From an optimization exercise on the open Yosys and OpenROAD flow, aimed at small area and a short achievable clock period; shortcuts taken in it are not production practice. RTL that was checked went through simulation tests only; none was proved equivalent to the original. Function not checked in run 1: the RTL went through the layout flow alone. Power is estimated from default activity; no workload was simulated.

==> flow/flow/run.sh <==
#!/bin/bash
# The standard layout, with plain buffers (not delay cells) on the ports.
set -euo pipefail
bash standard.sh BUFFER_PORTS_ARGS="-buffer_cell sky130_fd_sc_hd__buf_2" finish > make_finish.log 2>&1
==> flow/standard.sh <==
#!/bin/bash
# synth_recipe.tcl (not shown) runs the flow's synth.tcl, then flattens the netlist and writes it again
# the make line also repeats each setting of config.mk as NAME=value (left out here)
make -C /OpenROAD-flow-scripts/flow DESIGN_CONFIG=/design/flow/config.mk WORK_HOME=/design/flow/orfs CLKGATE_MAP_FILE= SYNTH_SCRIPT=/design/flow/synth_recipe.tcl "${@:-finish}"
==> flow/config.mk <==
export PLATFORM = sky130hd
export DESIGN_NAME = fir_retimed
export DESIGN_NICKNAME = fir_retimed
export VERILOG_FILES = /design/flow/design.v
export SDC_FILE = /design/flow/constraint.sdc
export NUM_CORES = 4
export LEC_CHECK = 0
export ABC_AREA = 1
export CAP_MARGIN = 20
export CORE_MARGIN = 2
export CORE_UTILIZATION = 40
export SETUP_SLACK_MARGIN = 1.8
export SLEW_MARGIN = 20
==> flow/constraint.sdc <==
create_clock -name core_clock -period 4.5 [get_ports {clk}]
set_input_delay 0.9000 -clock core_clock [delete_from_list [all_inputs] [get_ports {clk}]]
set_output_delay 0.9000 -clock core_clock [all_outputs]
set_load 0.01 [all_outputs]
==> flow/design.v <==
module fir_retimed #(
    parameter N_TAPS = 4,
    parameter DATA_WIDTH = 18,
    parameter COEFF_WIDTH = 18
) (
    input clk,
    input reset_n,
    input ena,
    input signed [DATA_WIDTH-1:0] data_in,
    output signed [(DATA_WIDTH + COEFF_WIDTH + 2)-1:0] data_out
);
    localparam KIND = 1;
    reg signed [17:0] x0, x1;
    reg signed [18:0] u;
    reg signed [20:0] s2;
    reg signed [21:0] s1;
    reg signed [21:0] s;
    reg signed [23:0] z;
    wire [18:0] u_next;
    wire [20:0] s2_next;
    wire [21:0] s1_next;
    wire [21:0] s_next;
    wire [23:0] z_next;
    pfx_add #(.W(19), .KIND(KIND)) add_u (
        .a({x0[17], x0}), .b({x1[17], x1}), .ci(1'b0), .s(u_next));
    pfx_add #(.W(21), .KIND(KIND)) add_s2 (
        .a({u, 2'b00}), .b(~{{3{x1[17]}}, x1}), .ci(1'b1), .s(s2_next));
    pfx_add #(.W(21), .KIND(KIND)) add_s1 (
        .a({s2[20], s2[20:1]}), .b({{3{x1[17]}}, x1}), .ci(1'b0), .s(s1_next[21:1]));
    assign s1_next[0] = s2[0];
    pfx_add #(.W(22), .KIND(KIND)) add_s (
        .a(s1), .b({{4{x1[17]}}, x1}), .ci(1'b0), .s(s_next));
    pfx_add #(.W(22), .KIND(KIND)) add_z (
        .a({s[21], s[21], s[21:2]}), .b(s), .ci(1'b0), .s(z_next[23:2]));
    assign z_next[1:0] = s[1:0];
    always @(posedge clk or negedge reset_n) begin
        if (!reset_n) begin
            x0 <= 18'd0;
            x1 <= 18'd0;
            u  <= 19'd0;
            s2 <= 21'd0;
            s1 <= 22'd0;
            s  <= 22'd0;
            z  <= 24'd0;
        end else if (ena) begin
            x0 <= data_in;
            x1 <= x0;
            u  <= u_next;
            s2 <= s2_next;
            s1 <= s1_next;
            s  <= s_next;
            z  <= z_next;
        end
    end
    assign data_out = {{13{z[23]}}, z, 1'b0};
endmodule
module pfx_add #(parameter W = 22, parameter KIND = 0) (
    input  [W-1:0] a,
    input  [W-1:0] b,
    input          ci,
    output [W-1:0] s
);
    reg [W-1:0] g, p, p0;
    integer i, l, j;
    always @* begin
        p0 = a ^ b;
        g  = a & b;
        p  = p0;
        g[0] = g[0] | (p[0] & ci);
        if (KIND == 0) begin
            for (l = 1; (1 << l) <= 2*W; l = l + 1)
                for (j = (1 << l) - 1; j < W; j = j + (1 << l)) begin
                    g[j] = g[j] | (p[j] & g[j - (1 << (l-1))]);
                    p[j] = p[j] & p[j - (1 << (l-1))];
                end
            for (l = 12; l > 0; l = l - 1)
                for (j = (1 << l) + (1 << (l-1)) - 1; j < W; j = j + (1 << l)) begin
                    g[j] = g[j] | (p[j] & g[j - (1 << (l-1))]);
                    p[j] = p[j] & p[j - (1 << (l-1))];
                end
        end else if (KIND == 1) begin
            for (l = 0; (1 << l) < W; l = l + 1)
                for (i = W - 1; i >= 0; i = i - 1)
                    if ((i >> l) & 1) begin
                        j = ((i >> l) << l) - 1;
                        g[i] = g[i] | (p[i] & g[j]);
                        p[i] = p[i] & p[j];
                    end
        end else if (KIND == 2) begin
            for (l = 0; (1 << l) < W; l = l + 1)
                for (i = W - 1; i >= (1 << l); i = i - 1) begin
                    g[i] = g[i] | (p[i] & g[i - (1 << l)]);
                    p[i] = p[i] & p[i - (1 << l)];
                end
        end else begin
            for (i = 1; i < W; i = i + 1)
                g[i] = g[i] | (p[i] & g[i-1]);
        end
    end
    assign s = p0 ^ {g[W-2:0], ci};
endmodule
==> out/summary.txt, run 1 <==
======================================================================================================
Global-route wire length before repair                                                        32.91 mm
Final Hold Violating Endpoints                                                                       0
Sum of routed wire segments on met1                                                           9.630 mm
Power Density                                                                             635.0 mW/mm^2
Max-cap violations                                                                                   0
Topmost layer with routed signal wires                                                            met4
Commonest non-fill, non-tap cell in the layout                                            sky130_fd_sc_hd__nand2_1
RSZ-0062 raised after global routing                                                                no
GPL Wtd Cong                                                                                    0.7834
Core utilization of the finished layout                                                         45.08%
Die footprint                                                                             0.02571 sq mm
Worst slew margin relative to its limit                                                         38.49%
Buffer levels on the longest clock path                                                              2
Gates resized, CTS repair                                                                            0
Half-perimeter wire length after placement                                                    12.99 mm
Cts bufs inserted                                                                                   17
Critical Path End Type                                                                            flop
Status                                                                                    complete, no violations
Antenna violations before repair                                                                     0
Buffer count from post-CTS setup fixing                                                              0
Final sum of negative setup slack                                                                 0 ns
Post-synthesis sequential element count                                                            144
Required time of the critical path                                                             4.76 ns
Mapped cell area                                                                          0.009776 sq mm
Final critical path time including I/O delays and setup                                       2.462 ns
Largest driver fanout on the critical path                                                           7
Mean post-synth cell area                                                                  7.814 sq um
Clock transition at the register clock pins on the worst setup and hold paths after CTS        0.06 ns
Commonest cells after routing, fill and taps aside                                        sky130_fd_sc_hd__nand2_1, sky130_fd_sc_hd__dfrtp_1, sky130_fd_sc_hd__inv_1
Die Ht                                                                                        160.3 um
Clock latency reported for the late side of the worst-skew pair                                0.43 ns
Period utilization                                                                              54.72%
Via count of the first global-routing pass                                                        7263
Final Skew                                                                                  0.01331 ns
Count of different cell masters after synthesis                                                     38
Startpoint Class                                                                                  flop
Final-report setup violation count                                                                   0
Path type of the worst min-delay path                                                       reg -> reg
Initial Utilization                                                                             40.43%
Via-per-instance ratio                                                                           4.612
Total length of routed wires                                                                  18.30 mm
H-tree lvl count                                                                                     4
Wire length on met3                                                                             468 um
Number of buffers added on ports                                                                    57
Overflow after GRT                                                                                   0
CP Data Arrival Time                                                                           2.73 ns
ANT cells                                                                                            0
Total via count after detailed routing                                                            7480
Number of iterations in the first detailed-routing pass                                              4
Count of yosys warnings during synthesis                                                             4
Number of placed I/O pins                                                                           59
Static leakage power                                                                       0.005846 uW
Clock sink count                                                                                   144
Syn-to-layout area delta                                                                        11.49%
GRT Total Usage                                                                                 15.29%
Initial drt markers                                                                                321
Maximum vdd ir drop                                                                          0.2779 mV
Share of layout cells above drive strength 1                                                    11.94%
Number of hold buffers added after cts                                                               0
Category of the most critical setup path                                                    reg -> reg
Slew at the pin closest to its max-slew limit                                                0.9226 ns
Placeable core region                                                                     0.02418 sq mm
Number of cell rows                                                                                 57
Die width                                                                                     160.3 um
Remaining routing DRC violations                                                                     0
Number of max-slew violations in the final report                                                    0
Clock tree from TritonCTS                                                                        built
Routed length on met2                                                                         8.007 mm
Drt wl/cell                                                                                   11.28 um
Root Driver                                                                               sky130_fd_sc_hd__clkbuf_16
Seq/Total Area, Yosys                                                                           36.86%
Max frequency                                                                                406.1 MHz
Post-Synthesis Net Count                                                                          1391
Final #Nets                                                                                       1426
Pin count of the biggest net entering global routing                                               101
Post-Synthesis Cells                                                                              1251
Number of nets with antenna violations after routing                                                 0
======================================================================================================
-- kinds of logic after synthesis --
| kind of cell | synth area share, % |
|---|---|
| adder cells (fa/ha/maj) | 17.07 |
| AO/OA/AOI/OAI | 7.974 |
| buffers and inverters | 7.539 |
| flip-flops | 36.86 |
| XOR/XNOR | 2.688 |
| AND/OR/NAND/NOR | 27.83 |
| other | 0.03836 |
-- report_power, final --
part / switching [uW] / internal, uW / leakage (uW)
combinational: 1940 / 1390 / 0.00380
clock: 544 / 929 / 0.000288
sequential: 356 / 1760 / 0.00176
total: 2840 / 4080 / 0.00585
-- critical path, cell delays in order (launching register included) --
cell	delay [ns]
sky130_fd_sc_hd__dfrtp_1	0.46
sky130_fd_sc_hd__inv_1	0.22
sky130_fd_sc_hd__ha_1	0.33
sky130_fd_sc_hd__nand3_1	0.07
sky130_fd_sc_hd__nand3_1	0.10
sky130_fd_sc_hd__nand2_1	0.07
sky130_fd_sc_hd__nand2_2	0.15
sky130_fd_sc_hd__nand2_1	0.08
sky130_fd_sc_hd__nand2_2	0.10
sky130_fd_sc_hd__inv_1	0.06
sky130_fd_sc_hd__fa_1	0.40
sky130_fd_sc_hd__xor2_1	0.17
sky130_fd_sc_hd__o21ai_0	0.09
-- flip-flops by register name (all words and copies together) (netlist names) --
signal and count:
x0 18, x1 18, s1 22, s2 21
z 24, s 22, u 19
-- synth_stat cells --
| cell type | n | area share [%] |
|---|---|---|
| sky130_fd_sc_hd__xor2_1 | 14 | 1.3 |
| sky130_fd_sc_hd__nor2_2 | 3 | 0.19 |
| sky130_fd_sc_hd__nor3_1 | 2 | 0.10 |
| sky130_fd_sc_hd__nand2_2 | 23 | 1.5 |
| sky130_fd_sc_hd__o31ai_1 | 1 | 0.077 |
| sky130_fd_sc_hd__nor3b_1 | 1 | 0.077 |
| sky130_fd_sc_hd__or2_1 | 6 | 0.38 |
| sky130_fd_sc_hd__buf_4 | 14 | 1.1 |
| sky130_fd_sc_hd__dfrtp_1 | 144 | 37 |
| sky130_fd_sc_hd__and2_1 | 3 | 0.19 |
| sky130_fd_sc_hd__inv_1 | 126 | 4.8 |
| sky130_fd_sc_hd__buf_2 | 13 | 0.67 |
| sky130_fd_sc_hd__nand2_1 | 459 | 18 |
| sky130_fd_sc_hd__a21o_1 | 5 | 0.38 |
| sky130_fd_sc_hd__o21bai_1 | 2 | 0.15 |
| sky130_fd_sc_hd__nand2_4 | 5 | 0.58 |
| sky130_fd_sc_hd__o21ai_0 | 63 | 3.2 |
| sky130_fd_sc_hd__o21ai_1 | 9 | 0.46 |
| sky130_fd_sc_hd__clkbuf_1 | 18 | 0.69 |
| sky130_fd_sc_hd__inv_2 | 7 | 0.27 |
| sky130_fd_sc_hd__nor3_2 | 4 | 0.41 |
| sky130_fd_sc_hd__nor2_1 | 51 | 2.0 |
| sky130_fd_sc_hd__nand3_2 | 6 | 0.61 |
| sky130_fd_sc_hd__o211ai_1 | 3 | 0.23 |
| sky130_fd_sc_hd__a21oi_2 | 12 | 1.1 |
| sky130_fd_sc_hd__a31oi_1 | 3 | 0.19 |
| sky130_fd_sc_hd__o21bai_2 | 1 | 0.12 |
| sky130_fd_sc_hd__or2_2 | 1 | 0.064 |
| sky130_fd_sc_hd__a21oi_1 | 39 | 2.0 |
| sky130_fd_sc_hd__nand3b_1 | 4 | 0.31 |
| sky130_fd_sc_hd__nand4_1 | 4 | 0.26 |
| sky130_fd_sc_hd__conb_1 | 1 | 0.038 |
| sky130_fd_sc_hd__xnor2_1 | 16 | 1.4 |
| sky130_fd_sc_hd__or2_4 | 3 | 0.27 |
| sky130_fd_sc_hd__fa_1 | 24 | 4.9 |
| sky130_fd_sc_hd__o22ai_1 | 1 | 0.064 |
| sky130_fd_sc_hd__ha_1 | 95 | 12 |
| sky130_fd_sc_hd__nand3_1 | 65 | 3.3 |
-- final timing paths --
| check | startpoint | end | slack [ns] | depth (start not counted) |
|---|---|---|---|---|
| max reg2reg | x1[2]$_DFFE_PN0P_ | s2[17]$_DFFE_PN0P_ | 2.04 | 12 |
| max in group asynchronous | reset_n | z[15]$_DFFE_PN0P_ | 3.03 | 2 |
| max | x1[2]$_DFFE_PN0P_ | s2[17]$_DFFE_PN0P_ | 2.04 | 12 |
| min reg2reg | z[2]$_DFFE_PN0P_ | z[2]$_DFFE_PN0P_ | 0.47 | 2 |
| min in group asynchronous | reset_n | x0[2]$_DFFE_PN0P_ | 0.59 | 1 |
| min | z[2]$_DFFE_PN0P_ | z[2]$_DFFE_PN0P_ | 0.47 | 2 |
-- final cells by class --
cell class / count / area (sq um)
clock buffers: 23 / 488.0
multi-input cells: 929 / 5435
repair buffers: 61 / 336.6
clock inverters: 8 / 128.9
flip-flops and latches: 144 / 3603
inverters: 133 / 501.7
well taps: 324 / 405.4
fillers: 2416 / 13280
-- metal layers --
layer,vias to the layer above,global-route usage (%)
met5,-,0
met4,0,4.136
met3,14,2.763
met2,95,24.85
met1,3327,21.11
li1,4044,-
-- metrics by stage --
step	instances	power (uW)	hold WS, ns	setup slack [ns]	instance area, sq um
global route	1622	7694	0.4961	1.803	10900
floorplan	1251	4853	0.4459	2.262	9776
detailed placement	1591	5503	0.4541	1.858	10280
global placement	1591	5425	0.4524	1.881	10280
finish	1622	6921	0.4653	2.038	10900
CTS	1622	7021	0.4697	1.999	10900
==> inputs of run 2 (changes only) <==
--- a/flow/design.v
+++ b/flow/design.v
@@ -10,5 +10,5 @@
     output signed [(DATA_WIDTH + COEFF_WIDTH + 2)-1:0] data_out
 );
-    localparam KIND = 1;
+    localparam KIND = 0;
     reg signed [17:0] x0, x1;
     reg signed [18:0] u;
--- a/flow/config.mk
+++ b/flow/config.mk
@@ -10,4 +10,4 @@
 export CORE_MARGIN = 2
 export CORE_UTILIZATION = 40
-export SETUP_SLACK_MARGIN = 1.8
+export SETUP_SLACK_MARGIN = 2.2
 export SLEW_MARGIN = 20
==> out/summary.txt, run 2 <==
======================================================================================================
Syn-to-layout area delta                                                                        24.21%
Commonest cells after routing, fill and taps aside                                        sky130_fd_sc_hd__nand2_1, sky130_fd_sc_hd__dfrtp_1, sky130_fd_sc_hd__inv_1
GRT Total Usage                                                                                 16.03%
Initial drt markers                                                                                245
Pin count of the biggest net entering global routing                                               116
Number of nets with antenna violations after routing                                                 0
Largest cells by area after synthesis                                                     sky130_fd_sc_hd__dfrtp_1, sky130_fd_sc_hd__nand2_1, sky130_fd_sc_hd__ha_1, sky130_fd_sc_hd__fa_1, sky130_fd_sc_hd__o21ai_0
Async set-or-reset flop fraction in the synthesized netlist                                     100.0%
Initial Utilization                                                                             40.63%
Final design instance area without fill                                                   0.01143 sq mm
Max-cap violations                                                                                   0
Reg-to-reg critical path endpoint                                                         s2[15]$_DFFE_PN0P_
Drt wl/cell                                                                                   12.99 um
Most area-hungry cell type in the Yosys netlist                                           sky130_fd_sc_hd__dfrtp_1
Clock transition at the register clock pins on the worst setup and hold paths after CTS        0.06 ns
Die width                                                                                     155.6 um
H-tree lvl count                                                                                     4
Die Ht                                                                                        155.6 um
Most common library cells after synthesis                                                 sky130_fd_sc_hd__nand2_1, sky130_fd_sc_hd__dfrtp_1, sky130_fd_sc_hd__o21ai_0
Count of different cell masters after synthesis                                                     34
Number of max-slew violations in the final report                                                    0
Final Hold Violating Endpoints                                                                       0
Half-perimeter wire length after placement                                                    11.73 mm
Clock latency reported for the late side of the worst-skew pair                                0.43 ns
Number of iterations in the first detailed-routing pass                                              4
Mean post-synth cell area                                                                  9.036 sq um
Slew at the pin closest to its max-slew limit                                                0.9773 ns
Final sum of negative setup slack                                                                 0 ns
Maximum vdd ir drop                                                                          0.2997 mV
FILL cells                                                                                        2073
FF-to-FF setup slack                                                                           2.00 ns
Count of yosys warnings during synthesis                                                             4
Path type of the worst min-delay path                                                       reg -> reg
Category of the most critical setup path                                                    reg -> reg
Post-synthesis sequential element count                                                            144
Number of placed I/O pins                                                                           59
Top-count cell post-synth                                                                 sky130_fd_sc_hd__nand2_1
Root Driver                                                                               sky130_fd_sc_hd__clkbuf_16
Seq/Total Area, Yosys                                                                           39.17%
Total length of routed wires                                                                  18.24 mm
Number of hold buffers added after cts                                                               0
Critical Path End Type                                                                            flop
Via count of the first global-routing pass                                                        6516
Clock sink count                                                                                   144
Startpoint Class                                                                                  flop
Number of buffers added on ports                                                                    57
Share of layout cells above drive strength 1                                                    27.08%
Buffer levels on the longest clock path                                                              2
Max frequency                                                                                399.3 MHz
Count of cells along the worst register-to-register path                                            14
Largest driver fanout on the critical path                                                           4
Area of all sequential standard cells                                                     0.003626 sq mm
ANT cells                                                                                            0
Global-route wire length before repair                                                        31.58 mm
Worst slew margin relative to its limit                                                         34.84%
Required time of the critical path                                                             4.77 ns
CP Data Arrival Time                                                                           2.77 ns
Clock tree from TritonCTS                                                                        built
Number of cell rows                                                                                 55
Instance area after placement                                                             0.009727 sq mm
Antenna violations before repair                                                                     0
Via-per-instance ratio                                                                           4.698
Reg-to-reg startpoint                                                                     x1[7]$_DFFE_PN0P_
Post-Synthesis Net Count                                                                          1182
Die footprint                                                                             0.02423 sq mm
CP Launch Point                                                                           x1[7]$_DFFE_PN0P_
Largest Register                                                                                     z
Area used by multi-input combinational logic                                              0.005707 sq mm
Top Registers                                                                             z x24, s1 x22, s x22
Final critical path time including I/O delays and setup                                       2.505 ns
Largest register FFs                                                                                24
Final #Nets                                                                                       1270
Overflow after GRT                                                                                   0
Static leakage power                                                                       0.005526 uW
Status                                                                                    complete, no violations
Share of Yosys cell area claimed by the top area cell type                                      39.17%
Placeable core region                                                                     0.02264 sq mm
GPL Wtd Cong                                                                                    0.7274
Final Skew                                                                                  0.01335 ns
Final-report setup violation count                                                                   0
Mapped cell area                                                                          0.009199 sq mm
Power Density                                                                             633.9 mW/mm^2
End point of the critical path                                                            s2[15]$_DFFE_PN0P_
RSZ-0062 raised after global routing                                                               yes
Commonest non-fill, non-tap cell in the layout                                            sky130_fd_sc_hd__nand2_1
Total via count after detailed routing                                                            6596
Number of enable-type register cells in the synthesized netlist                                      0
Period utilization                                                                              55.66%
Post-Synthesis Cells                                                                              1018
Remaining routing DRC violations                                                                     0
Cts bufs inserted                                                                                   17
Top FF cell, synth                                                                        sky130_fd_sc_hd__dfrtp_1
======================================================================================================
## run 2: area by class of cell
class	instances	area share, %
clock buffer	20	3.997
multi-input combinational	733	49.95
clock inverter	12	0.9636
timing repair buffer	114	6.855
sequential	144	31.73
tap	285	3.121
inverter	96	3.384
## run 2: per-stage QoR
stage / hold WS, ns / power [uW] / cells / setup slack (ns) / utilization, %
CTS: 0.4724 / 6783 / 1378 / 2.021 / 47.69
global route: 0.4870 / 8011 / 1404 / 1.894 / 50.47
detailed placement: 0.4573 / 5083 / 1319 / 1.798 / 42.96
floorplan: 0.4459 / 4465 / 1018 / 2.072 / -
global placement: 0.4547 / 5027 / 1319 / 1.812 / 42.96
finish: 0.4648 / 7243 / 1404 / 1.995 / 50.47
## run 2: worst max-delay path: stages (launching register included)
cell and delay (ns):
sky130_fd_sc_hd__dfrtp_2 0.45, sky130_fd_sc_hd__buf_6 0.13, sky130_fd_sc_hd__buf_6 0.10, sky130_fd_sc_hd__buf_6 0.10
sky130_fd_sc_hd__inv_4 0.05, sky130_fd_sc_hd__ha_4 0.21, sky130_fd_sc_hd__nand2_1 0.07, sky130_fd_sc_hd__nand2_1 0.09
sky130_fd_sc_hd__a21oi_4 0.15, sky130_fd_sc_hd__nand2_4 0.10, sky130_fd_sc_hd__a21oi_4 0.15, sky130_fd_sc_hd__o21bai_1 0.10
sky130_fd_sc_hd__fa_2 0.37, sky130_fd_sc_hd__xnor2_2 0.17, sky130_fd_sc_hd__o21ai_0 0.11
## run 2: logic make-up (layout without fill, tap and decap cells)
group	Yosys count	count (layout)	share of synthesized area [%]
other	1	1	0.04077
AO/OA/AOI/OAI	170	170	10.24
adder cells (fa/ha/maj)	143	143	23.53
flip-flops	144	144	39.17
XOR/XNOR	47	47	4.475
buffers and inverters	141	242	6.692
AND/OR/NAND/NOR	372	372	15.85
## run 2: power by group
| group | switching [uW] | leakage, uW | internal, uW | total (uW) |
|---|---|---|---|---|
| clock network | 569 | 0.000257 | 790 | 1360 |
| registers | 424 | 0.00175 | 1770 | 2190 |
| logic | 1920 | 0.00352 | 1770 | 3690 |
## run 2: worst min-delay path by stage
stage / start / to / slack, ns / cells after the start
final: z[3]$_DFFE_PN0P_ / z[3]$_DFFE_PN0P_ / 0.46 / 2
after global routing: z[1]$_DFFE_PN0P_ / z[1]$_DFFE_PN0P_ / 0.49 / 2
after CTS: z[3]$_DFFE_PN0P_ / z[3]$_DFFE_PN0P_ / 0.47 / 2
after detailed placement: z[3]$_DFFE_PN0P_ / z[3]$_DFFE_PN0P_ / 0.46 / 2
after global placement: z[0]$_DFFE_PN0P_ / z[0]$_DFFE_PN0P_ / 0.45 / 2
after floorplan: s1[13]$_DFFE_PN0P_ / s1[13]$_DFFE_PN0P_ / 0.45 / 2
## run 2: timing repair
item	CTS	global route
buffers inserted	27	26
pin swaps	44	61
endpoints found under the setup margin	50	61
resized for setup	76	121
## run 2: layer usage
layer	GRT usage [%]	share of wire (%)	vias to the layer above
met1	23.33	52	3078
met5	0	0	-
met2	24.53	45	57
met4	5.286	1.4	0
met3	2.500	1.9	19
li1	-	-	3442
==> inputs of run 3 (changes only) <==
--- a/flow/config.mk
+++ b/flow/config.mk
@@ -10,4 +10,4 @@
 export CORE_MARGIN = 2
 export CORE_UTILIZATION = 40
-export SETUP_SLACK_MARGIN = 2.2
+export SETUP_SLACK_MARGIN = 1.4
 export SLEW_MARGIN = 20
==> out/summary.txt, run 3 <==
======================================================================================================
Status                                                                                    complete, no violations
Clock latency reported for the late side of the worst-skew pair                                0.43 ns
Top Registers                                                                             z x24, s1 x22, s x22
RSZ-0062 raised after global routing                                                                no
Switching part of the total power                                                               38.43%
Number of placed I/O pins                                                                           59
Clock network power share                                                                        24.7%
Die width                                                                                     155.6 um
Post-Synthesis Net Count                                                                          1182
Placeable core region                                                                     0.02264 sq mm
GPL Wtd Cong                                                                                    0.7988
Drt wl/cell                                                                                   12.51 um
Die Ht                                                                                        155.6 um
Power Internal                                                                                 4077 uW
Power Density                                                                             640.9 mW/mm^2
Buffer levels on the longest clock path                                                              2
Critical Path End Type                                                                            flop
Portion of netlist area occupied by mux cells                                                       0%
Global-route wire length before repair                                                        29.95 mm
Die footprint                                                                             0.02423 sq mm
Post-synthesis adder-cell area fraction                                                         23.53%
Mapped cell area                                                                          0.009199 sq mm
Number of cell rows                                                                                 55
Final critical path time including I/O delays and setup                                       2.827 ns
Antenna violations before repair                                                                     0
ANT cells                                                                                            0
Async set-or-reset flop fraction in the synthesized netlist                                     100.0%
Worst path top cell family by delay                                                        adder cells
Syn-to-layout area delta                                                                        12.31%
Seq/Total Area, Yosys                                                                           39.17%
Maximum vdd ir drop                                                                          0.2798 mV
Top-count cell post-synth                                                                 sky130_fd_sc_hd__nand2_1
Initial Utilization                                                                             40.63%
GRT Total Usage                                                                                 15.20%
Core utilization of the finished layout                                                         45.63%
Clock sink count                                                                                   144
Met1 track utilization from global routing                                                      21.96%
Top FF cell, synth                                                                        sky130_fd_sc_hd__dfrtp_1
Commonest non-fill, non-tap cell in the layout                                            sky130_fd_sc_hd__nand2_1
Startpoint Class                                                                                  flop
Period utilization                                                                              62.81%
Half-perimeter wire length after placement                                                    11.99 mm
Area used by multi-input combinational logic                                              0.004980 sq mm
Simple-gate share of the synthesized area                                                       15.85%
Count of different cell masters after synthesis                                                     34
Initial drt markers                                                                                293
Number of buffers added on ports                                                                    57
Number of enable-type register cells in the synthesized netlist                                      0
Proportion of power drawn by combinational gates                                                 42.9%
Number of max-slew violations in the final report                                                    0
Most common library cells after synthesis                                                 sky130_fd_sc_hd__nand2_1, sky130_fd_sc_hd__dfrtp_1, sky130_fd_sc_hd__o21ai_0
Path type of the worst min-delay path                                                       reg -> reg
Chain of cells forming the critical path                                                  ha_1, fa_1, nand3_1, nand3_1, nand4_1, nand2_1, a21oi_1, o21bai_1, fa_1, xnor2_1, o21ai_0
Count of yosys warnings during synthesis                                                             4
Root Driver                                                                               sky130_fd_sc_hd__clkbuf_16
Xor-xnor portion of the synthesized cell area                                                   4.475%
FILL cells                                                                                        2224
Area of all sequential standard cells                                                     0.003605 sq mm
Final sum of negative setup slack                                                                 0 ns
Largest cells by area after synthesis                                                     sky130_fd_sc_hd__dfrtp_1, sky130_fd_sc_hd__nand2_1, sky130_fd_sc_hd__ha_1, sky130_fd_sc_hd__fa_1, sky130_fd_sc_hd__o21ai_0
Pin count of the biggest net entering global routing                                               102
Slew at the pin closest to its max-slew limit                                                0.9331 ns
H-tree lvl count                                                                                     4
Worst slew margin relative to its limit                                                         37.79%
Overflow after GRT                                                                                   0
Main combinational cell family by area after synthesis                                     adder cells
Share of layout cells above drive strength 1                                                    10.30%
Total via count after detailed routing                                                            6343
Complex-gate fraction of the synthesized area                                                   10.24%
Delay contributed by the slowest stage of the critical path                                    0.45 ns
Final Hold Violating Endpoints                                                                       0
Most Used Layer, Global Route                                                                     met2
Total length of routed wires                                                                  16.93 mm
Largest driver fanout on the critical path                                                           5
Via count of the first global-routing pass                                                        6249
Clock transition at the register clock pins on the worst setup and hold paths after CTS        0.06 ns
Cts bufs inserted                                                                                   17
Met3 Use GR                                                                                     3.444%
Category of the most critical setup path                                                    reg -> reg
Final-report setup violation count                                                                   0
Mean post-synth cell area                                                                  9.036 sq um
Final #Nets                                                                                       1219
Max frequency                                                                                353.8 MHz
Final Skew                                                                                 0.009595 ns
Static leakage power                                                                       0.005255 uW
Total buffers and inverters traversed by the critical path                                           0
Share of Yosys cell area claimed by the top area cell type                                      39.17%
Post-synthesis sequential element count                                                            144
Remaining routing DRC violations                                                                     0
Cell type of the slowest stage on the worst timing path                                   sky130_fd_sc_hd__fa_1
Number of hold buffers added after cts                                                               0
Largest Register                                                                                     z
Max-cap violations                                                                                   0
Post-Synthesis Cells                                                                              1018
Met2 usage                                                                                      23.26%
Clock tree from TritonCTS                                                                        built
Number of iterations in the first detailed-routing pass                                              5
Largest register FFs                                                                                24
Required time of the critical path                                                             4.78 ns
Commonest cells after routing, fill and taps aside                                        sky130_fd_sc_hd__nand2_1, sky130_fd_sc_hd__dfrtp_1, sky130_fd_sc_hd__o21ai_0
Number of nets with antenna violations after routing                                                 0
Most area-hungry cell type in the Yosys netlist                                           sky130_fd_sc_hd__dfrtp_1
Sequential cell fraction of total power                                                          32.4%
CP Data Arrival Time                                                                           3.11 ns
Via-per-instance ratio                                                                           4.688
Net switching power                                                                            2544 uW
======================================================================================================
-- run 3: kinds of logic (layout without fill, tap and decap cells) --
family | count (synthesis) | count (layout)
and+or+nand+nor | 372 | 372
AOI/OAI and AO/OA | 170 | 170
other | 1 | 1
buffers and inverters | 141 | 191
adders and majority gates | 143 | 143
xor gates and xnor gates | 47 | 47
DFF | 144 | 144
-- run 3: per-layer routing --
layer | vias up | wire [um] | part of all wire (%)
met4 | 0 | 167 | 0.99
met2 | 75 | 7342 | 43
met1 | 2909 | 8890 | 53
met3 | 18 | 526 | 3.1
li1 | 3341 | - | -
met5 | - | 0 | 0
-- run 3: worst paths after layout --
check                                        from           endpoint  slack, ns  cells after the start
min in group asynchronous                 reset_n  x0[1]$_DFFE_PN0P_       0.59                      1
worst max register to register  x1[0]$_DFFE_PN0P_  u[15]$_DFFE_PN0P_       1.67                     11
worst min register to register  z[14]$_DFFE_PN0P_  z[14]$_DFFE_PN0P_       0.46                      2
worst max-delay path            x1[0]$_DFFE_PN0P_  u[15]$_DFFE_PN0P_       1.67                     11
max in group asynchronous                 reset_n   s[2]$_DFFE_PN0P_       3.02                      2
worst min-delay path            z[14]$_DFFE_PN0P_  z[14]$_DFFE_PN0P_       0.46                      2
-- run 3: final cells by class --
type	instances	area share, %
tap	285	3.452
clock inverter	13	2.253
clock buffer	19	4.287
sequential	144	34.89
timing repair buffer	63	3.403
inverter	96	3.512
multi-input combinational	733	48.20
-- run 3: metrics by stage --
step | instances | power [uW] | hold slack, ns | cell area, sq um | worst slack (ns)
detailed placement | 1320 | 5045 | 0.4548 | 9647 | 1.605
global route | 1353 | 7338 | 0.4887 | 10330 | 1.415
global placement | 1320 | 4944 | 0.4525 | 9647 | 1.651
CTS | 1352 | 6724 | 0.4705 | 10320 | 1.588
floorplan | 1018 | 4402 | 0.4459 | 9199 | 1.881
finish | 1353 | 6621 | 0.4627 | 10330 | 1.673
-- run 3: worst min-delay path, delay by kind of cell, from the launching register on --
kind | cells | cell delay [ns]
flip-flops | 1 | 0.34
AND/OR/NAND/NOR | 2 | 0.09
-- run 3: power by group through the flow --
stage / logic, uW / clock network, uW / registers, uW
2_1_floorplan: 2270 / 0 / 2130
3_3_place_gp: 2780 / 0 / 2160
3_5_place_dp: 2870 / 0 / 2170
4_1_cts: 2900 / 1670 / 2150
5_1_grt: 3380 / 1740 / 2220
6_report: 2840 / 1640 / 2150
-- run 3: repair_timing --
action	in CTS	in global routing
hold endpoints to repair	0	0
gates resized for setup	0	1
endpoints found under the setup margin	0	1
setup buffers	0	1
==> inputs of run 4 (changes only) <==
--- a/flow/config.mk
+++ b/flow/config.mk
@@ -10,4 +10,3 @@
 export CORE_MARGIN = 2
 export CORE_UTILIZATION = 40
-export SETUP_SLACK_MARGIN = 1.4
 export SLEW_MARGIN = 20
==> out/summary.txt, run 4 <==
======================================================================================================
Commonest non-fill, non-tap cell in the layout                                            sky130_fd_sc_hd__nand2_1
Die Ht                                                                                        155.6 um
Clock transition at the register clock pins on the worst setup and hold paths after CTS        0.06 ns
Largest driver fanout on the critical path                                                           5
Most common library cells after synthesis                                                 sky130_fd_sc_hd__nand2_1, sky130_fd_sc_hd__dfrtp_1, sky130_fd_sc_hd__o21ai_0
ANT cells                                                                                            0
Remaining routing DRC violations                                                                     0
H-tree lvl count                                                                                     4
Final critical path time including I/O delays and setup                                       2.848 ns
Number of nets with antenna violations after routing                                                 0
FILL cells                                                                                        2226
CP Data Arrival Time                                                                           3.20 ns
Post-synthesis sequential element count                                                            144
Reg-to-reg startpoint                                                                     x1[0]$_DFFE_PN0P_
Placeable core region                                                                     0.02264 sq mm
Pin count of the biggest net entering global routing                                               102
Initial drt markers                                                                                299
Count of yosys warnings during synthesis                                                             4
Commonest cells after routing, fill and taps aside                                        sky130_fd_sc_hd__nand2_1, sky130_fd_sc_hd__dfrtp_1, sky130_fd_sc_hd__o21ai_0
Largest Register                                                                                     z
Number of hold buffers added after cts                                                               0
Top FF cell, synth                                                                        sky130_fd_sc_hd__dfrtp_1
Final Hold Violating Endpoints                                                                       0
Number of iterations in the first detailed-routing pass                                              4
Count of cells along the worst register-to-register path                                            13
Root Driver                                                                               sky130_fd_sc_hd__clkbuf_16
Cts bufs inserted                                                                                   17
Clock latency reported for the late side of the worst-skew pair                                0.43 ns
Instance area after placement                                                             0.009647 sq mm
Syn-to-layout area delta                                                                        12.21%
CP Launch Point                                                                           x1[0]$_DFFE_PN0P_
Total via count after detailed routing                                                            6309
Via count of the first global-routing pass                                                        6249
Buffer levels on the longest clock path                                                              2
Final Skew                                                                                 0.009432 ns
Drt wl/cell                                                                                   12.48 um
Share of layout cells above drive strength 1                                                    10.12%
Clock sink count                                                                                   144
Number of cell rows                                                                                 55
Gates resized, CTS repair                                                                            0
Most area-hungry cell type in the Yosys netlist                                           sky130_fd_sc_hd__dfrtp_1
Global-route wire length before repair                                                        29.95 mm
Required time of the critical path                                                             4.85 ns
Initial Utilization                                                                             40.63%
Total length of routed wires                                                                  16.88 mm
RSZ-0062 raised after global routing                                                                no
Die footprint                                                                             0.02423 sq mm
Final design instance area without fill                                                   0.01032 sq mm
Max frequency                                                                                351.1 MHz
Top Registers                                                                             z x24, s1 x22, s x22
Final #Nets                                                                                       1218
Status                                                                                    complete, no violations
PnR Total Power                                                                                6611 uW
Final sum of negative setup slack                                                                 0 ns
Category of the most critical setup path                                                    reg -> reg
Async set-or-reset flop fraction in the synthesized netlist                                     100.0%
Startpoint Class                                                                                  flop
Number of enable-type register cells in the synthesized netlist                                      0
Slew at the pin closest to its max-slew limit                                                0.9350 ns
Power Density                                                                             640.5 mW/mm^2
Startpoint of the most critical hold path                                                 z[14]$_DFFE_PN0P_
Clock tree from TritonCTS                                                                        built
Count of different cell masters after synthesis                                                     34
Share of Yosys cell area claimed by the top area cell type                                      39.17%
Hold path cells                                                                                      2
Mapped cell area                                                                          0.009199 sq mm
Largest register FFs                                                                                24
Maximum vdd ir drop                                                                          0.2775 mV
Max-cap violations                                                                                   0
Buffer count from post-CTS setup fixing                                                              0
Period utilization                                                                              63.29%
Number of buffers added on ports                                                                    57
Seq/Total Area, Yosys                                                                           39.17%
GRT Total Usage                                                                                 15.20%
Number of max-slew violations in the final report                                                    0
Critical Path End Type                                                                            flop
Worst slew margin relative to its limit                                                         37.67%
Post-Synthesis Cells                                                                              1018
Path type of the worst min-delay path                                                       reg -> reg
Final-report setup violation count                                                                   0
Die width                                                                                     155.6 um
Antenna violations before repair                                                                     0
Top-count cell post-synth                                                                 sky130_fd_sc_hd__nand2_1
GPL Wtd Cong                                                                                    0.7988
Half-perimeter wire length after placement                                                    11.99 mm
Overflow after GRT                                                                                   0
Number of placed I/O pins                                                                           59
Via-per-instance ratio                                                                           4.666
Largest cells by area after synthesis                                                     sky130_fd_sc_hd__dfrtp_1, sky130_fd_sc_hd__nand2_1, sky130_fd_sc_hd__ha_1, sky130_fd_sc_hd__fa_1, sky130_fd_sc_hd__o21ai_0
Post-Synthesis Net Count                                                                          1182
Static leakage power                                                                       0.005252 uW
Mean post-synth cell area                                                                  9.036 sq um
======================================================================================================
-- run 4: metal layers --
| layer | wire length [um] | up-vias | track usage, % |
|---|---|---|---|
| li1 | - | 3339 | - |
| met1 | 8907 | 2890 | 21.96 |
| met2 | 7338 | 68 | 23.26 |
| met3 | 485 | 12 | 3.444 |
| met4 | 147 | 0 | 3.670 |
| met5 | 0 | - | 0 |
-- run 4: critical path: stages, from the launching register on --
cell and delay [ns]:
sky130_fd_sc_hd__dfrtp_1 0.44, sky130_fd_sc_hd__ha_1 0.25, sky130_fd_sc_hd__fa_1 0.42, sky130_fd_sc_hd__inv_1 0.11
sky130_fd_sc_hd__nor2_1 0.07, sky130_fd_sc_hd__a211oi_2 0.29, sky130_fd_sc_hd__o21ai_2 0.14, sky130_fd_sc_hd__nand2_1 0.08
sky130_fd_sc_hd__nand2_1 0.10, sky130_fd_sc_hd__nand2_1 0.08, sky130_fd_sc_hd__nand2_1 0.07, sky130_fd_sc_hd__fa_1 0.43
sky130_fd_sc_hd__xor2_1 0.16, sky130_fd_sc_hd__o21ai_0 0.13
-- run 4: final timing paths --
check,slack [ns],endpoint
worst min-delay path,0.46,z[14]$_DFFE_PN0P_
min in group asynchronous,0.59,x0[1]$_DFFE_PN0P_
max in group asynchronous,3.02,s[2]$_DFFE_PN0P_
worst max-delay path,1.65,s[21]$_DFFE_PN0P_
worst min register to register,0.46,z[14]$_DFFE_PN0P_
worst max register to register,1.65,s[21]$_DFFE_PN0P_
-- run 4: area by class of cell --
cell class | instances | area [sq um] | share of cell area (%)
inverters | 96 | 362.8 | 3.515
clock inverters | 13 | 232.7 | 2.255
multi-input cells | 733 | 4980 | 48.24
repair buffers | 62 | 344.1 | 3.333
well taps | 285 | 356.6 | 3.455
clock buffers | 19 | 442.9 | 4.291
flip-flops and latches | 144 | 3603 | 34.91
-- run 4: per-stage QoR --
| stage | instances | hold slack (ns) | setup WS, ns | utilization [%] |
|---|---|---|---|---|
| after detailed placement | 1320 | 0.4548 | 1.605 | 42.61 |
| after global placement | 1320 | 0.4525 | 1.651 | 42.61 |
| after floorplan | 1018 | 0.4459 | 1.881 | - |
| final | 1352 | 0.4638 | 1.652 | 45.59 |
| after CTS | 1352 | 0.4705 | 1.588 | 45.59 |
| after global routing | 1352 | 0.4887 | 1.364 | 45.59 |
-- run 4: report_power, final --
part,switching (uW),leakage [uW],internal (uW)
Clock,577,0.000328,1060
Sequential,384,0.00176,1760
Combinational,1580,0.00316,1250
Total,2540,0.00525,4070
-- run 4: logic make-up (layout without fill, tap and decap cells) --
logic type | Yosys count | after routing | synth area share [%]
AND/OR/NAND/NOR | 372 | 372 | 15.85
AO/OA/AOI/OAI | 170 | 170 | 10.24
flip-flops | 144 | 144 | 39.17
adder cells (fa/ha/maj) | 143 | 143 | 23.53
buffers and inverters | 141 | 190 | 6.692
XOR/XNOR | 47 | 47 | 4.475
other | 1 | 1 | 0.04077
==> inputs of run 5 (changes only) <==
--- a/flow/config.mk
+++ b/flow/config.mk
@@ -10,3 +10,4 @@
 export CORE_MARGIN = 2
 export CORE_UTILIZATION = 40
+export SETUP_SLACK_MARGIN = 2.0
 export SLEW_MARGIN = 20
==> out/summary.txt, run 5 <==
======================================================================================================
Number of buffers added on ports                                                                    57
Met2 usage                                                                                      23.91%
RSZ-0062 raised after global routing                                                               yes
Initial Utilization                                                                             40.63%
Die width                                                                                     155.6 um
Final design instance area without fill                                                   0.01074 sq mm
Post-placement worst setup slack                                                              1.730 ns
Share of Yosys cell area claimed by the top area cell type                                      39.17%
Instance area after placement                                                             0.009676 sq mm
Clock latency reported for the late side of the worst-skew pair                                0.43 ns
Simple-gate share of the synthesized area                                                       15.85%
Count of cells along the worst register-to-register path                                            12
Remaining routing DRC violations                                                                     0
Placed Instances                                                                                  1322
Root Driver                                                                               sky130_fd_sc_hd__clkbuf_16
Final Hold Violating Endpoints                                                                       0
Total length of routed wires                                                                  17.15 mm
Hold path cells                                                                                      2
Mean post-synth cell area                                                                  9.036 sq um
Async set-or-reset flop fraction in the synthesized netlist                                     100.0%
Met1 track utilization from global routing                                                      21.50%
Power Density                                                                             621.8 mW/mm^2
Post-Synthesis Net Count                                                                          1182
Number of max-slew violations in the final report                                                    0
Max frequency                                                                                390.1 MHz
Clock sink count                                                                                   144
Setup slack after layout                                                                      1.936 ns
Static leakage power                                                                       0.005325 uW
Most Used Layer, Global Route                                                                     met2
Maximum vdd ir drop                                                                          0.2893 mV
Total buffers and inverters traversed by the critical path                                           1
Top FF cell, synth                                                                        sky130_fd_sc_hd__dfrtp_1
Count of different cell masters after synthesis                                                     34
Antenna violations before repair                                                                     0
Final critical path time including I/O delays and setup                                       2.564 ns
Required time of the critical path                                                             4.85 ns
Share of layout cells above drive strength 1                                                    20.33%
Largest register FFs                                                                                24
Seq/Total Area, Yosys                                                                           39.17%
Status                                                                                    complete, no violations
Core utilization of the finished layout                                                         47.43%
Number of cell rows                                                                                 55
Worst path top cell family by delay                                                        adder cells
CP Data Arrival Time                                                                           2.92 ns
Largest Register                                                                                     z
Count of yosys warnings during synthesis                                                             4
FILL cells                                                                                        2158
Total via count after detailed routing                                                            6453
Number of hold buffers added after cts                                                               0
Top Registers                                                                             z x24, s1 x22, s x22
Critical Path End Type                                                                            flop
Xor-xnor portion of the synthesized cell area                                                   4.475%
Period utilization                                                                              56.97%
Global-route wire length before repair                                                        30.08 mm
GRT Total Usage                                                                                 15.28%
Final-report setup violation count                                                                   0
Number of enable-type register cells in the synthesized netlist                                      0
ANT cells                                                                                            0
Max-cap violations                                                                                   0
Initial drt markers                                                                                306
Chain of cells forming the critical path                                                  buf_4, ha_4, fa_2, nand3_2, nand3_2, nand4_1, nand2_2, a21oi_2, o21bai_2, fa_2, nand2_1, o21ai_1
Die Ht                                                                                        155.6 um
Number of iterations in the first detailed-routing pass                                              5
Most common library cells after synthesis                                                 sky130_fd_sc_hd__nand2_1, sky130_fd_sc_hd__dfrtp_1, sky130_fd_sc_hd__o21ai_0
Number of nets with antenna violations after routing                                                 0
Top-count cell post-synth                                                                 sky130_fd_sc_hd__nand2_1
Overflow after GRT                                                                                   0
Main combinational cell family by area after synthesis                                     adder cells
Final Skew                                                                                  0.01168 ns
Cell type of the slowest stage on the worst timing path                                   sky130_fd_sc_hd__fa_2
Die footprint                                                                             0.02423 sq mm
Most area-hungry cell type in the Yosys netlist                                           sky130_fd_sc_hd__dfrtp_1
Syn-to-layout area delta                                                                        16.73%
Post-Synthesis Cells                                                                              1018
Placeable core region                                                                     0.02264 sq mm
Complex-gate fraction of the synthesized area                                                   10.24%
Via count of the first global-routing pass                                                        6469
GPL Wtd Cong                                                                                    0.8023
Category of the most critical setup path                                                    reg -> reg
Number of placed I/O pins                                                                           59
Half-perimeter wire length after placement                                                    11.91 mm
Final #Nets                                                                                       1248
Via-per-instance ratio                                                                           4.669
Cts bufs inserted                                                                                   17
Final sum of negative setup slack                                                                 0 ns
Post-synthesis sequential element count                                                            144
Layout Cells excl Fill                                                                            1382
Drt wl/cell                                                                                   12.41 um
Startpoint Class                                                                                  flop
Clock tree from TritonCTS                                                                        built
Portion of netlist area occupied by mux cells                                                       0%
Delay contributed by the slowest stage of the critical path                                    0.52 ns
Slew at the pin closest to its max-slew limit                                                0.9251 ns
Buffer levels on the longest clock path                                                              2
Mapped cell area                                                                          0.009199 sq mm
Largest driver fanout on the critical path                                                           5
Path type of the worst min-delay path                                                       reg -> reg
Commonest cells after routing, fill and taps aside                                        sky130_fd_sc_hd__nand2_1, sky130_fd_sc_hd__dfrtp_1, sky130_fd_sc_hd__o21ai_0
Worst slew margin relative to its limit                                                         38.33%
Largest cells by area after synthesis                                                     sky130_fd_sc_hd__dfrtp_1, sky130_fd_sc_hd__nand2_1, sky130_fd_sc_hd__ha_1, sky130_fd_sc_hd__fa_1, sky130_fd_sc_hd__o21ai_0
Met3 Use GR                                                                                     3.250%
Commonest non-fill, non-tap cell in the layout                                            sky130_fd_sc_hd__nand2_1
H-tree lvl count                                                                                     4
Pin count of the biggest net entering global routing                                                98
Logic depth of the worst path, buffers included                                                     12
Post-synthesis adder-cell area fraction                                                         23.53%
Clock transition at the register clock pins on the worst setup and hold paths after CTS        0.07 ns
======================================================================================================
run 5: final cells by class:
type                       count  area, sq um  share of cell area, %
clock buffer                  19        442.9                  4.125
clock inverter                13        151.4                  1.410
inverter                      96        379.1                  3.531
multi-input combinational    733         5226                  48.67
sequential                   144         3625                  33.76
tap                          285        356.6                  3.321
timing repair buffer          92        556.8                  5.185
run 5: tightest hold or removal path, cell delays in order, from the launching register on:
cell	delay, ns
sky130_fd_sc_hd__dfrtp_1	0.34
sky130_fd_sc_hd__nand2_1	0.05
sky130_fd_sc_hd__nand2_1	0.05
run 5: stage by stage:
| stage | power (uW) | hold WS [ns] |
|---|---|---|
| final | 6677 | 0.4651 |
| after detailed placement | 5041 | 0.4572 |
| after floorplan | 4417 | 0.4459 |
| after CTS | 6604 | 0.4731 |
| after global placement | 4961 | 0.4508 |
| after global routing | 7422 | 0.4885 |
run 5: final timing paths:
kind,startpoint,endpoint,slack (ns)
max,x1[0]$_DFFE_PN0P_,u[14]$_DFFE_PN0P_,1.94
min,z[1]$_DFFE_PN0P_,z[1]$_DFFE_PN0P_,0.47
max reg2reg,x1[0]$_DFFE_PN0P_,u[14]$_DFFE_PN0P_,1.94
min reg2reg,z[1]$_DFFE_PN0P_,z[1]$_DFFE_PN0P_,0.47
max in group asynchronous,reset_n,x1[14]$_DFFE_PN0P_,2.98
min in group asynchronous,reset_n,x0[2]$_DFFE_PN0P_,0.56
run 5: cell families (layout without fill, tap and decap cells):
logic type,Yosys count,count (layout)
AND/OR/NAND/NOR,372,372
AO/OA/AOI/OAI,170,170
flip-flops,144,144
adder cells (fa/ha/maj),143,143
buffers and inverters,141,220
XOR/XNOR,47,47
other,1,1
run 5: what timing repair did:
action,in CTS,in global routing
buffers inserted,10,18
gates resized for setup,33,67
pin swaps,13,35
setup endpoints to repair,36,42
run 5: report_power, final:
| part | switching (uW) | internal [uW] |
|---|---|---|
| Combinational | 1680 | 1410 |
| Sequential | 394 | 1770 |
| Clock | 594 | 842 |
run 5: layer usage:
layer,vias to the layer above,part of all wire [%]
met4,0,0.99
li1,3401,-
met5,-,0
met3,15,3.0
met1,2961,52
met2,76,44
==> inputs of run 6 (changes only) <==
--- a/flow/config.mk
+++ b/flow/config.mk
@@ -10,4 +10,6 @@
 export CORE_MARGIN = 2
 export CORE_UTILIZATION = 40
-export SETUP_SLACK_MARGIN = 2.0
+export CTS_CLUSTER_DIAMETER = 200
+export CTS_CLUSTER_SIZE = 40
+export SETUP_SLACK_MARGIN = 1.8
 export SLEW_MARGIN = 20
==> out/summary.txt, run 6 <==
======================================================================================================
Half-perimeter wire length after placement                                                    11.99 mm
Top Registers                                                                             z x24, s1 x22, s x22
Largest cells by area after synthesis                                                     sky130_fd_sc_hd__dfrtp_1, sky130_fd_sc_hd__nand2_1, sky130_fd_sc_hd__ha_1, sky130_fd_sc_hd__fa_1, sky130_fd_sc_hd__o21ai_0
Path type of the worst min-delay path                                                       reg -> reg
Post-Synthesis Cells                                                                              1018
Mean post-synth cell area                                                                  9.036 sq um
H-tree lvl count                                                                                     4
Switching part of the total power                                                               38.25%
Final-report setup violation count                                                                   0
Placeable core region                                                                     0.02264 sq mm
Final sum of negative setup slack                                                                 0 ns
Clock sink count                                                                                   144
Via-per-instance ratio                                                                           4.656
Die footprint                                                                             0.02423 sq mm
Max frequency                                                                                390.8 MHz
Hold slack                                                                                   0.4626 ns
Startpoint of the most critical hold path                                                 z[14]$_DFFE_PN0P_
Clock tree from TritonCTS                                                                        built
Maximum vdd ir drop                                                                          0.2790 mV
Max-cap violations                                                                                   0
Number of nets with antenna violations after routing                                                 0
Final Skew                                                                                 0.007520 ns
Clock network power share                                                                        24.1%
Status                                                                                    complete, no violations
Most common library cells after synthesis                                                 sky130_fd_sc_hd__nand2_1, sky130_fd_sc_hd__dfrtp_1, sky130_fd_sc_hd__o21ai_0
Die width                                                                                     155.6 um
Initial drt markers                                                                                287
Die Ht                                                                                        155.6 um
Clock latency reported for the late side of the worst-skew pair                                0.43 ns
Via count of the first global-routing pass                                                        6292
CP Data Arrival Time                                                                           2.90 ns
Cts bufs inserted                                                                                   17
Sequential cell fraction of total power                                                          31.7%
Hold path cells                                                                                      2
Top-count cell post-synth                                                                 sky130_fd_sc_hd__nand2_1
Seq/Total Area, Yosys                                                                           39.17%
Final design instance area without fill                                                   0.01057 sq mm
Power Internal                                                                                 4187 uW
RSZ-0062 raised after global routing                                                               yes
Pin count of the biggest net entering global routing                                               102
Clock transition at the register clock pins on the worst setup and hold paths after CTS        0.06 ns
Largest register FFs                                                                                24
Hold path endpoint                                                                        z[14]$_DFFE_PN0P_
Commonest cells after routing, fill and taps aside                                        sky130_fd_sc_hd__nand2_1, sky130_fd_sc_hd__dfrtp_1, sky130_fd_sc_hd__o21ai_0
Count of yosys warnings during synthesis                                                             4
Net switching power                                                                            2594 uW
Commonest non-fill, non-tap cell in the layout                                            sky130_fd_sc_hd__nand2_1
Count of cells along the worst register-to-register path                                            13
Reg-to-reg startpoint                                                                     x1[0]$_DFFE_PN0P_
Number of cell rows                                                                                 55
Number of max-slew violations in the final report                                                    0
Category of the most critical setup path                                                    reg -> reg
Share of Yosys cell area claimed by the top area cell type                                      39.17%
Number of enable-type register cells in the synthesized netlist                                      0
Static leakage power                                                                       0.005343 uW
GPL Wtd Cong                                                                                    0.7988
Final #Nets                                                                                       1240
GRT Total Usage                                                                                 15.29%
Mapped cell area                                                                          0.009199 sq mm
Syn-to-layout area delta                                                                        14.92%
Critical Path End Type                                                                            flop
Worst slew margin relative to its limit                                                         37.68%
Layout Cells excl Fill                                                                            1374
Largest driver fanout on the critical path                                                           4
Proportion of power drawn by combinational gates                                                 44.2%
Final critical path time including I/O delays and setup                                       2.559 ns
Number of hold buffers added after cts                                                               0
Slew at the pin closest to its max-slew limit                                                0.9348 ns
Number of buffers added on ports                                                                    57
Number of iterations in the first detailed-routing pass                                              4
Period utilization                                                                              56.87%
Reg-to-reg critical path endpoint                                                         s[20]$_DFFE_PN0P_
Power Density                                                                             641.4 mW/mm^2
Total length of routed wires                                                                  17.14 mm
FF-to-FF setup slack                                                                           1.94 ns
Drt wl/cell                                                                                   12.48 um
Buffer levels on the longest clock path                                                              2
Top FF cell, synth                                                                        sky130_fd_sc_hd__dfrtp_1
Remaining routing DRC violations                                                                     0
Antenna violations before repair                                                                     0
Most area-hungry cell type in the Yosys netlist                                           sky130_fd_sc_hd__dfrtp_1
Instance area after placement                                                             0.009647 sq mm
Total via count after detailed routing                                                            6397
Initial Utilization                                                                             40.63%
Global-route wire length before repair                                                        30.11 mm
Largest Register                                                                                     z
Root Driver                                                                               sky130_fd_sc_hd__clkbuf_16
Count of different cell masters after synthesis                                                     34
Post-synthesis sequential element count                                                            144
Required time of the critical path                                                             4.85 ns
Final Hold Violating Endpoints                                                                       0
Share of layout cells above drive strength 1                                                    14.97%
Startpoint Class                                                                                  flop
ANT cells                                                                                            0
Overflow after GRT                                                                                   0
Post-Synthesis Net Count                                                                          1182
Placed Instances                                                                                  1320
Async set-or-reset flop fraction in the synthesized netlist                                     100.0%
Number of placed I/O pins                                                                           59
======================================================================================================
run 6: power by group through the flow:
stage,clock network [uW],registers [uW],logic (uW)
after floorplan,0,2130,2270
after global placement,0,2160,2780
after CTS,1670,2150,2980
after global routing,1740,2220,3550
after detailed placement,0,2170,2870
final,1630,2150,3000
run 6: critical path: stages, from the launching register on:
cell                       delay, ns
sky130_fd_sc_hd__dfrtp_2        0.44
sky130_fd_sc_hd__ha_2           0.19
sky130_fd_sc_hd__fa_2           0.38
sky130_fd_sc_hd__inv_2          0.06
sky130_fd_sc_hd__nor2_1         0.05
sky130_fd_sc_hd__a211oi_2       0.21
sky130_fd_sc_hd__o21ai_2        0.11
sky130_fd_sc_hd__nand2_1        0.10
sky130_fd_sc_hd__nand2_2        0.07
sky130_fd_sc_hd__nand2_1        0.06
sky130_fd_sc_hd__nand2_1        0.07
sky130_fd_sc_hd__fa_2           0.56
sky130_fd_sc_hd__nand2_1        0.05
sky130_fd_sc_hd__o21ai_1        0.12
run 6: stage by stage:
stage                     setup WS, ns  power, uW  util [%]
after floorplan                  1.881       4402         -
after detailed placement         1.605       5045     42.61
after global routing             1.781       7505     46.69
after global placement           1.651       4944     42.61
after CTS                        1.792       6802     46.01
final                            1.941       6781     46.69
run 6: repair_timing:
action,CTS,global route
buffers inserted,9,13
resized for setup,15,23
endpoints found under the setup margin,16,27
pin swaps,8,15
run 6: metal layers:
metal	vias to the layer above	wire length (um)	GRT usage, %
met4	0	150	3.670
met3	12	461	3.444
met5	-	0	0
met1	2941	9004	21.98
li1	3384	-	-
met2	60	7526	23.56
run 6: worst max-delay path by stage:
stage	startpoint	slack, ns	end	depth (start not counted)
CTS	x1[0]$_DFFE_PN0P_	1.79	s[21]$_DFFE_PN0P_	13
global route	x1[0]$_DFFE_PN0P_	1.78	s[20]$_DFFE_PN0P_	13
global placement	x1[0]$_DFFE_PN0P_	1.65	s[21]$_DFFE_PN0P_	13
finish	x1[0]$_DFFE_PN0P_	1.94	s[20]$_DFFE_PN0P_	13
floorplan	x1[0]$_DFFE_PN0P_	1.88	s[21]$_DFFE_PN0P_	13
detailed placement	x1[0]$_DFFE_PN0P_	1.61	s[20]$_DFFE_PN0P_	13
run 6: cells by family after synthesis:
family                   synth area share (%)
AO/OA/AOI/OAI                           10.24
XOR/XNOR                                4.475
AND/OR/NAND/NOR                         15.85
buffers and inverters                   6.692
adder cells (fa/ha/maj)                 23.53
other                                 0.04077
flip-flops                              39.17
run 6: layout make-up:
| cell class | count | area, sq um |
|---|---|---|
| well taps | 285 | 356.6 |
| multi-input cells | 733 | 5049 |
| clock inverters | 13 | 232.7 |
| fillers | 2212 | 12070 |
| flip-flops and latches | 144 | 3611 |
| clock buffers | 19 | 442.9 |
| repair buffers | 84 | 509.2 |
| inverters | 96 | 370.4 |
==> inputs of run 7 (changes only) <==
--- a/flow/config.mk
+++ b/flow/config.mk
@@ -10,6 +10,4 @@
 export CORE_MARGIN = 2
 export CORE_UTILIZATION = 40
-export CTS_CLUSTER_DIAMETER = 200
-export CTS_CLUSTER_SIZE = 40
 export SETUP_SLACK_MARGIN = 1.8
 export SLEW_MARGIN = 20
==> out/summary.txt, run 7 <==
======================================================================================================
Routed length on met2                                                                         7.526 mm
Top FF cell, synth                                                                        sky130_fd_sc_hd__dfrtp_1
ANT cells                                                                                            0
Max frequency                                                                                390.8 MHz
Clock latency reported for the late side of the worst-skew pair                                0.43 ns
Wire length on met3                                                                             461 um
Commonest cells after routing, fill and taps aside                                        sky130_fd_sc_hd__nand2_1, sky130_fd_sc_hd__dfrtp_1, sky130_fd_sc_hd__o21ai_0
Final-report setup violation count                                                                   0
Cts bufs inserted                                                                                   17
Clock sink count                                                                                   144
Remaining routing DRC violations                                                                     0
Hold path cells                                                                                      2
Final #Nets                                                                                       1240
GRT Total Usage                                                                                 15.29%
Topmost layer with routed signal wires                                                            met4
Mean post-synth cell area                                                                  9.036 sq um
Switching part of the total power                                                               38.25%
Count of cells along the worst register-to-register path                                            13
Most area-hungry cell type in the Yosys netlist                                           sky130_fd_sc_hd__dfrtp_1
Overflow after GRT                                                                                   0
Initial Utilization                                                                             40.63%
Drt wl/cell                                                                                   12.48 um
Post-Synthesis Cells                                                                              1018
Largest register FFs                                                                                24
Number of buffers added on ports                                                                    57
RSZ-0062 raised after global routing                                                               yes
Number of cell rows                                                                                 55
Area used by multi-input combinational logic                                              0.005049 sq mm
Clock network power share                                                                        24.1%
Global-route wire length before repair                                                        30.11 mm
Reg-to-reg startpoint                                                                     x1[0]$_DFFE_PN0P_
Post-Synthesis Net Count                                                                          1182
FF-to-FF setup slack                                                                           1.94 ns
Sum of routed wire segments on met1                                                           9.004 mm
Antenna violations before repair                                                                     0
Initial drt markers                                                                                287
Maximum vdd ir drop                                                                          0.2790 mV
Most common library cells after synthesis                                                 sky130_fd_sc_hd__nand2_1, sky130_fd_sc_hd__dfrtp_1, sky130_fd_sc_hd__o21ai_0
Static leakage power                                                                       0.005343 uW
Number of iterations in the first detailed-routing pass                                              4
Die Ht                                                                                        155.6 um
Die footprint                                                                             0.02423 sq mm
Die width                                                                                     155.6 um
Max-cap violations                                                                                   0
Pin count of the biggest net entering global routing                                               102
Clock tree from TritonCTS                                                                        built
Largest cells by area after synthesis                                                     sky130_fd_sc_hd__dfrtp_1, sky130_fd_sc_hd__nand2_1, sky130_fd_sc_hd__ha_1, sky130_fd_sc_hd__fa_1, sky130_fd_sc_hd__o21ai_0
Async set-or-reset flop fraction in the synthesized netlist                                     100.0%
Critical Path End Type                                                                            flop
Number of nets with antenna violations after routing                                                 0
Share of layout cells above drive strength 1                                                    14.97%
Placeable core region                                                                     0.02264 sq mm
Path type of the worst min-delay path                                                       reg -> reg
Slew at the pin closest to its max-slew limit                                                0.9348 ns
Required time of the critical path                                                             4.85 ns
Count of different cell masters after synthesis                                                     34
Number of max-slew violations in the final report                                                    0
Final sum of negative setup slack                                                                 0 ns
Proportion of power drawn by combinational gates                                                 44.2%
Clock transition at the register clock pins on the worst setup and hold paths after CTS        0.06 ns
Category of the most critical setup path                                                    reg -> reg
Sequential cell fraction of total power                                                          31.7%
CP Launch Point                                                                           x1[0]$_DFFE_PN0P_
Hold slack                                                                                   0.4626 ns
H-tree lvl count                                                                                     4
Startpoint of the most critical hold path                                                 z[14]$_DFFE_PN0P_
Power Density                                                                             641.4 mW/mm^2
Power Internal                                                                                 4187 uW
Largest Register                                                                                     z
Core utilization of the finished layout                                                         46.69%
Net switching power                                                                            2594 uW
Root Driver                                                                               sky130_fd_sc_hd__clkbuf_16
Share of Yosys cell area claimed by the top area cell type                                      39.17%
Final Hold Violating Endpoints                                                                       0
Hold path endpoint                                                                        z[14]$_DFFE_PN0P_
Period utilization                                                                              56.87%
Number of enable-type register cells in the synthesized netlist                                      0
CP Data Arrival Time                                                                           2.90 ns
Seq/Total Area, Yosys                                                                           39.17%
Via-per-instance ratio                                                                           4.656
GPL Wtd Cong                                                                                    0.7988
Mapped cell area                                                                          0.009199 sq mm
Post-synthesis sequential element count                                                            144
Commonest non-fill, non-tap cell in the layout                                            sky130_fd_sc_hd__nand2_1
Syn-to-layout area delta                                                                        14.92%
Top-count cell post-synth                                                                 sky130_fd_sc_hd__nand2_1
Reg-to-reg critical path endpoint                                                         s[20]$_DFFE_PN0P_
Buffer levels on the longest clock path                                                              2
Via count of the first global-routing pass                                                        6292
Status                                                                                    complete, no violations
Total length of routed wires                                                                  17.14 mm
Top Registers                                                                             z x24, s1 x22, s x22
Number of placed I/O pins                                                                           59
Half-perimeter wire length after placement                                                    11.99 mm
FILL cells                                                                                        2212
Startpoint Class                                                                                  flop
Worst slew margin relative to its limit                                                         37.68%
Count of yosys warnings during synthesis                                                             4
Largest driver fanout on the critical path                                                           4
Area of all sequential standard cells                                                     0.003611 sq mm
Final Skew                                                                                 0.007520 ns
Total via count after detailed routing                                                            6397
Final critical path time including I/O delays and setup                                       2.559 ns
======================================================================================================
[run 7: repair_timing]
action                     in CTS  in global routing
setup buffers                   9                 13
gates cloned                    0                  0
pin swaps                       8                 15
setup endpoints to repair      16                 27
resized for setup              15                 23
hold buffers                    0                  0
[run 7: worst max path at each step]
stage / depth (start not counted) / slack, ns / to
floorplan: 13 / 1.88 / s[21]$_DFFE_PN0P_
global placement: 13 / 1.65 / s[21]$_DFFE_PN0P_
detailed placement: 13 / 1.61 / s[20]$_DFFE_PN0P_
CTS: 13 / 1.79 / s[21]$_DFFE_PN0P_
global route: 13 / 1.78 / s[20]$_DFFE_PN0P_
finish: 13 / 1.94 / s[20]$_DFFE_PN0P_
[run 7: area by class of cell]
class                           count  share of cell area, %
Clock inverter                     13                  2.201
Inverter                           96                  3.503
Clock buffer                       19                  4.190
Multi-Input combinational cell    733                  47.76
Sequential cell                   144                  34.16
Tap cell                          285                  3.373
Timing Repair Buffer               84                  4.817
[run 7: cells by family (layout without fill, tap and decap cells)]
logic type               after synthesis  in the layout  share of synthesized area, %
AO/OA/AOI/OAI                        170            170                         10.24
XOR/XNOR                              47             47                         4.475
adder cells (fa/ha/maj)              143            143                         23.53
buffers and inverters                141            212                         6.692
flip-flops                           144            144                         39.17
other                                  1              1                       0.04077
AND/OR/NAND/NOR                      372            372                         15.85
[run 7: metrics by stage]
stage | area (sq um) | std cells | setup WS (ns) | power (uW)
floorplan | 9199 | 1018 | 1.881 | 4402
global placement | 9647 | 1320 | 1.651 | 4944
detailed placement | 9647 | 1320 | 1.605 | 5045
CTS | 10420 | 1361 | 1.792 | 6802
global route | 10570 | 1374 | 1.781 | 7505
finish | 10570 | 1374 | 1.941 | 6781
[run 7: critical path, cell delays in order (launching register included)]
cell                       delay [ns]
sky130_fd_sc_hd__dfrtp_2         0.44
sky130_fd_sc_hd__ha_2            0.19
sky130_fd_sc_hd__fa_2            0.38
sky130_fd_sc_hd__inv_2           0.06
sky130_fd_sc_hd__nor2_1          0.05
sky130_fd_sc_hd__a211oi_2        0.21
sky130_fd_sc_hd__o21ai_2         0.11
sky130_fd_sc_hd__nand2_1         0.10
sky130_fd_sc_hd__nand2_2         0.07
sky130_fd_sc_hd__nand2_1         0.06
sky130_fd_sc_hd__nand2_1         0.07
sky130_fd_sc_hd__fa_2            0.56
sky130_fd_sc_hd__nand2_1         0.05
sky130_fd_sc_hd__o21ai_1         0.12
[run 7: routing by layer]
metal  up-vias  global-route usage [%]
met5         -                       0
met4         0                   3.670
met3        12                   3.444
met2        60                   23.56
met1      2941                   21.98
li1       3384                       -
[run 7: power by group through the flow]
stage / sequential (uW) / combinational, uW / clock (uW)
final: 2150 / 3000 / 1630
after global routing: 2220 / 3550 / 1740
after CTS: 2150 / 2980 / 1670
after detailed placement: 2170 / 2870 / 0
after global placement: 2160 / 2780 / 0
after floorplan: 2130 / 2270 / 0

what the ideal ports hide:
Ports are ideal in the flow. The routed layouts listed here were re-timed in OpenROAD. Step 1 assumes that a clkbuf_16 drives the clock port and a buf_2 every other input. Step 2 adds t to the input delays and takes it off the output delays; t is the mean of the earliest and latest rising clock arrival at the registers after step 1. Input paths then give back, and output paths get back, about the clock's delay inside the block. Slacks: ideal ports / drivers / drivers and shift; pairs: ideal ports / drivers.
| run | t, ns | setup WS [ns] | hold WS [ns] | worst register clock-pin slew, ns |
|---|---|---|---|---|
| run 1 | 0.460 | 2.038 / 2.038 / 1.873 | 0.465 / 0.465 / 0.465 | 0.06 / 0.06 |
| run 2 | 0.466 | 1.995 / 1.995 / 1.995 | 0.465 / 0.465 / 0.465 | 0.07 / 0.07 |
| run 3 | 0.467 | 1.673 / 1.673 / 1.673 | 0.463 / 0.463 / 0.463 | 0.06 / 0.06 |
| run 4 | 0.465 | 1.652 / 1.652 / 1.652 | 0.464 / 0.464 / 0.464 | 0.06 / 0.06 |
| run 5 | 0.470 | 1.936 / 1.936 / 1.936 | 0.465 / 0.465 / 0.465 | 0.07 / 0.07 |
| run 6 | 0.463 | 1.941 / 1.941 / 1.941 | 0.463 / 0.463 / 0.463 | 0.06 / 0.06 |
| run 7 | 0.463 | 1.941 / 1.941 / 1.941 | 0.463 / 0.463 / 0.463 | 0.06 / 0.06 |
After both steps every run listed still meets setup and hold. For run 1, which loses most, drivers alone change the setup slack by 0.000 ns; drivers and shift together by -0.165 ns.
